This is an optimization exercise on Yosys and OpenROAD, whose aim is small area, a short achievable clock period and few clock cycles per item, not a production implementation.
Only simulation tests tie the RTL to the original design; equivalence was not proved.

==> inputs of amber <==
==> flow/design.v (excerpt) <==
module calc (
                  input [7:0]  inpA ,
                  input [7:0]  inpB ,
                  input [01:0] inpOpType ,
                  output[15:0] outC  ,
                  input        iValid ,
                  output       iStall ,
                  input        oStall ,
                  output       oValid ,
                  input        clk ,
                  input        rstn
                  ) ;
   reg         v0, v1, vo, vs ;
   reg         nvo, nvs ;
   reg  [7:0]  a0, b0 ;
   reg  [1:0]  op0 ;
   reg         dv1 ;           
   reg  [19:0] r1 ;
   reg  [15:0] ro, rs ;
   wire        frz  = ~nvs ;              
   wire        take = ~oStall | nvo ;     
   wire        sub  = op0[0] ;
   wire [8:0]  as   = {1'b0, a0} + {1'b0, b0 ^ {8{sub}}} + {8'd0, sub} ;
   wire        ov   = as[8] ^ sub ;           
   wire [15:0] r_as = {{7{ov & sub}}, ov, as[7:0]} ;
   wire [15:0] r_mul ;
   wire m_pp0_0 = a0[0] & b0[0];
   wire m_pp0_1 = a0[0] & b0[1];
   wire m_pp0_2 = a0[0] & b0[2];
   wire m_pp0_3 = a0[0] & b0[3];
   wire m_pp0_4 = a0[0] & b0[4];
   wire m_pp0_5 = a0[0] & b0[5];
  ...
Settings: LEC_CHECK=0, CAP_MARGIN=20, CORE_MARGIN=2, CORE_UTILIZATION=40, CTS_BUF_LIST=sky130_fd_sc_hd__clkbuf_8, SLEW_MARGIN=20; clock period 38.0 ns.
standard.sh (not shown) runs the stock make flow with config.mk's settings and CLKGATE_MAP_FILE= SYNTH_SCRIPT=/design/flow/synth_recipe.tcl, a recipe that flattens the netlist after the stock synthesis.
==> flow/flow/run.sh <==
#!/bin/bash
# Layout flow: the standard layout (standard.sh) with two changes.
#  1. Synthesis is the standard synthesis run with Yosys's `synth -noabc`, so
#     the full adders written out in the RTL are found by extract_fa before any
#     ABC restructuring (saving the inverters ABC leaves between them). The
#     registers are the standard synthesis's: same cells, and renamed to the
#     standard synthesis's names (rename_regs.py checks that they pair one to
#     one). If they do not pair, the standard synthesis is used as it is.
#  2. The buffers on the input and output ports are buf_2 cells instead of
#     the flow's default choice, a delay cell (clkdlybuf4s50_1).
# Each step's output goes to a log file of its own in this folder; the ORFS
# tools' own logs are under orfs/logs.
set -euo pipefail
R=$(pwd)/orfs/results/sky130hd/calc/base

# the standard synthesis, kept for its register names
bash standard.sh synth > 1_standard_synth.log 2>&1
cp "$R/1_2_yosys.v" std_1_2_yosys.v

# the same synthesis without ABC in Yosys's synth
rm -f "$R/1_2_yosys.v" "$R/1_synth.odb" "$R/1_synth.sdc"
if bash standard.sh SYNTH_ARGS=-noabc "$R/1_2_yosys.v" > 2_noabc_synth.log 2>&1 &&
   python3 flow/rename_regs.py std_1_2_yosys.v "$R/1_2_yosys.v" renamed_1_2_yosys.v > 3_rename.log 2>&1; then
  cp renamed_1_2_yosys.v "$R/1_2_yosys.v"
else
  echo "no-abc synthesis not used" >> 3_rename.log
  cp std_1_2_yosys.v "$R/1_2_yosys.v"
fi
touch "$R/1_2_yosys.v"

bash standard.sh BUFFER_PORTS_ARGS="-buffer_cell sky130_fd_sc_hd__buf_2" SETUP_SLACK_MARGIN=29.55 finish > 4_layout.log 2>&1
Other scripts of this flow, unchanged in this note and not shown: flow/flow/rename_regs.py
==> quartz: changes against amber <==
--- a/flow/design.v
+++ b/flow/design.v
@@ -15,19 +15,29 @@
    reg  [7:0]  a0, b0 ;
    reg  [1:0]  op0 ;
    reg         dv1 ;           
    reg  [19:0] r1 ;
    reg  [15:0] ro, rs ;
    wire        frz  = ~nvs ;              
    wire        take = ~oStall | nvo ;     
    wire        sub  = op0[0] ;
-   wire [8:0]  as   = {1'b0, a0} + {1'b0, b0 ^ {8{sub}}} + {8'd0, sub} ;
-   wire        ov   = as[8] ^ sub ;           
-   wire [15:0] r_as = {{7{ov & sub}}, ov, as[7:0]} ;
+   wire [7:0]  bx   = b0 ^ {8{sub}} ;
+   wire [8:0]  ac ;
+   wire [7:0]  as ;
+   assign ac[0] = sub ;
+   genvar j ;
+   generate
+     for (j = 0; j < 8; j = j + 1) begin : g_as
+       assign as[j]   = a0[j] ^ bx[j] ^ ac[j] ;
+       assign ac[j+1] = (a0[j] & bx[j]) | (a0[j] & ac[j]) | (bx[j] & ac[j]) ;
+     end
+   endgenerate
+   wire        ov   = ac[8] ^ sub ;           
+   wire [15:0] r_as = {{7{ov & sub}}, ov, as} ;
    wire [15:0] r_mul ;
    wire m_pp0_0 = a0[0] & b0[0];
    wire m_pp0_1 = a0[0] & b0[1];
    wire m_pp0_2 = a0[0] & b0[2];
    wire m_pp0_3 = a0[0] & b0[3];
    wire m_pp0_4 = a0[0] & b0[4];
    wire m_pp0_5 = a0[0] & b0[5];
    wire m_pp0_6 = a0[0] & b0[6];
@@ -258,60 +268,124 @@
    assign dh4_br[4] = (~dh5_r2 & b0[3]) | (~(dh5_r2 ^ b0[3]) & dh4_br[3]) ;
    wire dh4_q = dh4_hz & ~dh4_br[4] ;
    wire dh4_r0 = dh4_q ? dh4_d[0] : a0[4] ;
    wire dh4_r1 = dh4_q ? dh4_d[1] : dh5_r0 ;
    wire dh4_r2 = dh4_q ? dh4_d[2] : dh5_r1 ;
    wire dh4_r3 = dh4_q ? dh4_d[3] : dh5_r2 ;
    wire [19:0] dstate = {b0, {dh7_q, dh6_q, dh5_q, dh4_q}, {dh4_r3, dh4_r2, dh4_r1, dh4_r0}, a0[3:0]} ;
    wire        dv0  = op0[1] & op0[0] ;
-   wire [19:0] r1_n = dv0 ? dstate : {{4{1'b0}}, (op0[1] ? r_mul : r_as)} ;
+   wire [19:0] r1_n = {dstate[19:16], dv0 ? dstate[15:0] : (op0[1] ? r_mul : r_as)} ;
    wire [7:0]  b1 = r1[19:12] ;
    wire dlhz1 = ~|b1[7:1] ;
    wire dlhz2 = ~|b1[7:2] ;
    wire dlhz3 = ~|b1[7:3] ;
    wire dlhz4 = ~|b1[7:4] ;
    wire dlhz5 = ~|b1[7:5] ;
    wire dlhz6 = ~|b1[7:6] ;
    wire dlhz7 = ~|b1[7:7] ;
    wire dlhz8 = 1'b1 ;
    wire dl3_hz = dlhz5 ;
    wire [5:0] dl3_br ;
    wire [4:0] dl3_d ;
    assign dl3_br[0] = 1'b0 ;
+   wire dl3_g0 = ~r1[3] & b1[0] ;
+   wire dl3_p0 = ~(r1[3] ^ b1[0]) ;
+   wire dl3_g1 = ~r1[4] & b1[1] ;
+   wire dl3_p1 = ~(r1[4] ^ b1[1]) ;
+   wire dl3_g2 = ~r1[5] & b1[2] ;
+   wire dl3_p2 = ~(r1[5] ^ b1[2]) ;
+   wire dl3_g3 = ~r1[6] & b1[3] ;
+   wire dl3_p3 = ~(r1[6] ^ b1[3]) ;
+   wire dl3_g4 = ~r1[7] & b1[4] ;
+   wire dl3_p4 = ~(r1[7] ^ b1[4]) ;
+   assign dl3_br[1] = dl3_g0 | (dl3_p0 & dl3_br[0]) ;
+   assign dl3_br[2] = dl3_g1 | (dl3_p1 & dl3_g0) | (dl3_p1 & dl3_p0 & dl3_br[0]) ;
+   assign dl3_br[3] = dl3_g2 | (dl3_p2 & dl3_br[2]) ;
+   assign dl3_br[4] = dl3_g3 | (dl3_p3 & dl3_g2) | (dl3_p3 & dl3_p2 & dl3_br[2]) ;
+   assign dl3_br[5] = dl3_g4 | (dl3_p4 & dl3_br[4]) ;
    assign dl3_d[0] = r1[3] ^ b1[0] ^ dl3_br[0] ;
-   assign dl3_br[1] = (~r1[3] & b1[0]) | (~(r1[3] ^ b1[0]) & dl3_br[0]) ;
    assign dl3_d[1] = r1[4] ^ b1[1] ^ dl3_br[1] ;
-   assign dl3_br[2] = (~r1[4] & b1[1]) | (~(r1[4] ^ b1[1]) & dl3_br[1]) ;
    assign dl3_d[2] = r1[5] ^ b1[2] ^ dl3_br[2] ;
-   assign dl3_br[3] = (~r1[5] & b1[2]) | (~(r1[5] ^ b1[2]) & dl3_br[2]) ;
    assign dl3_d[3] = r1[6] ^ b1[3] ^ dl3_br[3] ;
-   assign dl3_br[4] = (~r1[6] & b1[3]) | (~(r1[6] ^ b1[3]) & dl3_br[3]) ;
    assign dl3_d[4] = r1[7] ^ b1[4] ^ dl3_br[4] ;
-   assign dl3_br[5] = (~r1[7] & b1[4]) | (~(r1[7] ^ b1[4]) & dl3_br[4]) ;
    wire dl3_q = dl3_hz & ~dl3_br[5] ;
    wire dl3_r0 = dl3_q ? dl3_d[0] : r1[3] ;
    wire dl3_r1 = dl3_q ? dl3_d[1] : r1[4] ;
    wire dl3_r2 = dl3_q ? dl3_d[2] : r1[5] ;
    wire dl3_r3 = dl3_q ? dl3_d[3] : r1[6] ;
    wire dl3_r4 = dl3_q ? dl3_d[4] : r1[7] ;
    wire dl2_hz = dlhz6 ;
-   wire [6:0] dl2_s = {1'b0, {dl3_r4, dl3_r3, dl3_r2, dl3_r1, dl3_r0, r1[2]}} - {1'b0, b1[5:0]} ;
-   wire [5:0] dl2_d = dl2_s[5:0] ;
-   wire dl2_q = dl2_hz & ~dl2_s[6] ;
+   wire [6:0] dl2_br ;
+   wire [5:0] dl2_d ;
+   assign dl2_br[0] = 1'b0 ;
+   wire dl2_g0 = ~r1[2] & b1[0] ;
+   wire dl2_p0 = ~(r1[2] ^ b1[0]) ;
+   wire dl2_g1 = ~dl3_r0 & b1[1] ;
+   wire dl2_p1 = ~(dl3_r0 ^ b1[1]) ;
+   wire dl2_g2 = ~dl3_r1 & b1[2] ;
+   wire dl2_p2 = ~(dl3_r1 ^ b1[2]) ;
+   wire dl2_g3 = ~dl3_r2 & b1[3] ;
+   wire dl2_p3 = ~(dl3_r2 ^ b1[3]) ;
+   wire dl2_g4 = ~dl3_r3 & b1[4] ;
+   wire dl2_p4 = ~(dl3_r3 ^ b1[4]) ;
+   wire dl2_g5 = ~dl3_r4 & b1[5] ;
+   wire dl2_p5 = ~(dl3_r4 ^ b1[5]) ;
+   assign dl2_br[1] = dl2_g0 | (dl2_p0 & dl2_br[0]) ;
+   assign dl2_br[2] = dl2_g1 | (dl2_p1 & dl2_g0) | (dl2_p1 & dl2_p0 & dl2_br[0]) ;
+   assign dl2_br[3] = dl2_g2 | (dl2_p2 & dl2_br[2]) ;
+   assign dl2_br[4] = dl2_g3 | (dl2_p3 & dl2_g2) | (dl2_p3 & dl2_p2 & dl2_br[2]) ;
+   assign dl2_br[5] = dl2_g4 | (dl2_p4 & dl2_br[4]) ;
+   assign dl2_br[6] = dl2_g5 | (dl2_p5 & dl2_g4) | (dl2_p5 & dl2_p4 & dl2_br[4]) ;
+   assign dl2_d[0] = r1[2] ^ b1[0] ^ dl2_br[0] ;
+   assign dl2_d[1] = dl3_r0 ^ b1[1] ^ dl2_br[1] ;
+   assign dl2_d[2] = dl3_r1 ^ b1[2] ^ dl2_br[2] ;
+   assign dl2_d[3] = dl3_r2 ^ b1[3] ^ dl2_br[3] ;
+   assign dl2_d[4] = dl3_r3 ^ b1[4] ^ dl2_br[4] ;
+   assign dl2_d[5] = dl3_r4 ^ b1[5] ^ dl2_br[5] ;
+   wire dl2_q = dl2_hz & ~dl2_br[6] ;
    wire dl2_r0 = dl2_q ? dl2_d[0] : r1[2] ;
    wire dl2_r1 = dl2_q ? dl2_d[1] : dl3_r0 ;
    wire dl2_r2 = dl2_q ? dl2_d[2] : dl3_r1 ;
    wire dl2_r3 = dl2_q ? dl2_d[3] : dl3_r2 ;
    wire dl2_r4 = dl2_q ? dl2_d[4] : dl3_r3 ;
    wire dl2_r5 = dl2_q ? dl2_d[5] : dl3_r4 ;
    wire dl1_hz = dlhz7 ;
-   wire [7:0] dl1_s = {1'b0, {dl2_r5, dl2_r4, dl2_r3, dl2_r2, dl2_r1, dl2_r0, r1[1]}} - {1'b0, b1[6:0]} ;
-   wire [6:0] dl1_d = dl1_s[6:0] ;
-   wire dl1_q = dl1_hz & ~dl1_s[7] ;
+   wire [7:0] dl1_br ;
+   wire [6:0] dl1_d ;
+   assign dl1_br[0] = 1'b0 ;
+   wire dl1_g0 = ~r1[1] & b1[0] ;
+   wire dl1_p0 = ~(r1[1] ^ b1[0]) ;
+   wire dl1_g1 = ~dl2_r0 & b1[1] ;
+   wire dl1_p1 = ~(dl2_r0 ^ b1[1]) ;
+   wire dl1_g2 = ~dl2_r1 & b1[2] ;
+   wire dl1_p2 = ~(dl2_r1 ^ b1[2]) ;
+   wire dl1_g3 = ~dl2_r2 & b1[3] ;
+   wire dl1_p3 = ~(dl2_r2 ^ b1[3]) ;
+   wire dl1_g4 = ~dl2_r3 & b1[4] ;
+   wire dl1_p4 = ~(dl2_r3 ^ b1[4]) ;
+   wire dl1_g5 = ~dl2_r4 & b1[5] ;
+   wire dl1_p5 = ~(dl2_r4 ^ b1[5]) ;
+   wire dl1_g6 = ~dl2_r5 & b1[6] ;
+   wire dl1_p6 = ~(dl2_r5 ^ b1[6]) ;
+   assign dl1_br[1] = dl1_g0 | (dl1_p0 & dl1_br[0]) ;
+   assign dl1_br[2] = dl1_g1 | (dl1_p1 & dl1_g0) | (dl1_p1 & dl1_p0 & dl1_br[0]) ;
+   assign dl1_br[3] = dl1_g2 | (dl1_p2 & dl1_br[2]) ;
+   assign dl1_br[4] = dl1_g3 | (dl1_p3 & dl1_g2) | (dl1_p3 & dl1_p2 & dl1_br[2]) ;
+   assign dl1_br[5] = dl1_g4 | (dl1_p4 & dl1_br[4]) ;
+   assign dl1_br[6] = dl1_g5 | (dl1_p5 & dl1_g4) | (dl1_p5 & dl1_p4 & dl1_br[4]) ;
+   assign dl1_br[7] = dl1_g6 | (dl1_p6 & dl1_br[6]) ;
+   assign dl1_d[0] = r1[1] ^ b1[0] ^ dl1_br[0] ;
+   assign dl1_d[1] = dl2_r0 ^ b1[1] ^ dl1_br[1] ;
+   assign dl1_d[2] = dl2_r1 ^ b1[2] ^ dl1_br[2] ;
+   assign dl1_d[3] = dl2_r2 ^ b1[3] ^ dl1_br[3] ;
+   assign dl1_d[4] = dl2_r3 ^ b1[4] ^ dl1_br[4] ;
+   assign dl1_d[5] = dl2_r4 ^ b1[5] ^ dl1_br[5] ;
+   assign dl1_d[6] = dl2_r5 ^ b1[6] ^ dl1_br[6] ;
+   wire dl1_q = dl1_hz & ~dl1_br[7] ;
    wire dl1_r0 = dl1_q ? dl1_d[0] : r1[1] ;
    wire dl1_r1 = dl1_q ? dl1_d[1] : dl2_r0 ;
    wire dl1_r2 = dl1_q ? dl1_d[2] : dl2_r1 ;
    wire dl1_r3 = dl1_q ? dl1_d[3] : dl2_r2 ;
    wire dl1_r4 = dl1_q ? dl1_d[4] : dl2_r3 ;
    wire dl1_r5 = dl1_q ? dl1_d[5] : dl2_r4 ;
    wire dl1_r6 = dl1_q ? dl1_d[6] : dl2_r5 ;
    wire dl0_hz = dlhz8 ;
--- a/flow/flow/run.sh
+++ b/flow/flow/run.sh
@@ -23,9 +23,9 @@
    python3 flow/rename_regs.py std_1_2_yosys.v "$R/1_2_yosys.v" renamed_1_2_yosys.v > 3_rename.log 2>&1; then
   cp renamed_1_2_yosys.v "$R/1_2_yosys.v"
 else
   echo "no-abc synthesis not used" >> 3_rename.log
   cp std_1_2_yosys.v "$R/1_2_yosys.v"
 fi
 touch "$R/1_2_yosys.v"
 
-bash standard.sh BUFFER_PORTS_ARGS="-buffer_cell sky130_fd_sc_hd__buf_2" SETUP_SLACK_MARGIN=29.55 finish > 4_layout.log 2>&1
+bash standard.sh BUFFER_PORTS_ARGS="-buffer_cell sky130_fd_sc_hd__buf_4" SETUP_SLACK_MARGIN=29.75 finish > 4_layout.log 2>&1
==> garnet: changes against amber <==
--- a/flow/flow/run.sh
+++ b/flow/flow/run.sh
@@ -23,9 +23,9 @@
    python3 flow/rename_regs.py std_1_2_yosys.v "$R/1_2_yosys.v" renamed_1_2_yosys.v > 3_rename.log 2>&1; then
   cp renamed_1_2_yosys.v "$R/1_2_yosys.v"
 else
   echo "no-abc synthesis not used" >> 3_rename.log
   cp std_1_2_yosys.v "$R/1_2_yosys.v"
 fi
 touch "$R/1_2_yosys.v"
 
-bash standard.sh BUFFER_PORTS_ARGS="-buffer_cell sky130_fd_sc_hd__buf_2" SETUP_SLACK_MARGIN=29.55 finish > 4_layout.log 2>&1
+bash standard.sh BUFFER_PORTS_ARGS="-buffer_cell sky130_fd_sc_hd__buf_2" finish > 4_layout.log 2>&1
==> comparison <==
In clock-buffer cell count, garnet and quartz do not differ. Against amber, the synthesized cell count of quartz is smaller by 9.8%. garnet finished clean. amber went through all stages and came out clean. quartz finished with timing, DRC and antenna clean. Register-to-register slack: quartz > amber > garnet. Between quartz and garnet, the lower clock skew is in quartz (gap 0.0020 ns).
Testbench counts of amber, summed over its fixed seeds: cycles 12,024, items 12,000.
Testbench counts of quartz, summed over its fixed seeds: cycles 12,024, items 12,000.
Testbench counts of garnet, summed over its fixed seeds: cycles 12,024, items 12,000.

## static timing again, ports no longer ideal
The flow's constraints put no driver on any port. The routed layouts listed below were extracted and timed again, unchanged, in two steps.
Step 1 sets driving cells, clkbuf_16 on the clock port and buf_2 on the other inputs (assumed; they add their load-dependent delay and slew).
Step 2 also shifts input and output timing later by t, the mid clock arrival at the registers, as if the neighbouring blocks saw the same clock.
Three values: ideal ports, drivers, drivers and shift; two values: the first two.
run | t, ns | setup slack, ns | worst register clock-pin slew, ns
amber | 0.408 | 29.503 / 29.464 / 29.267 | 0.10 / 0.10
quartz | 0.402 | 29.505 / 29.466 / 29.621 | 0.09 / 0.09
garnet | 0.408 | 29.503 / 29.463 / 29.272 | 0.10 / 0.10
After both steps setup and hold are still met in every run listed. For amber, which loses most, drivers alone change the setup slack by -0.039 ns; drivers and shift together by -0.236 ns.
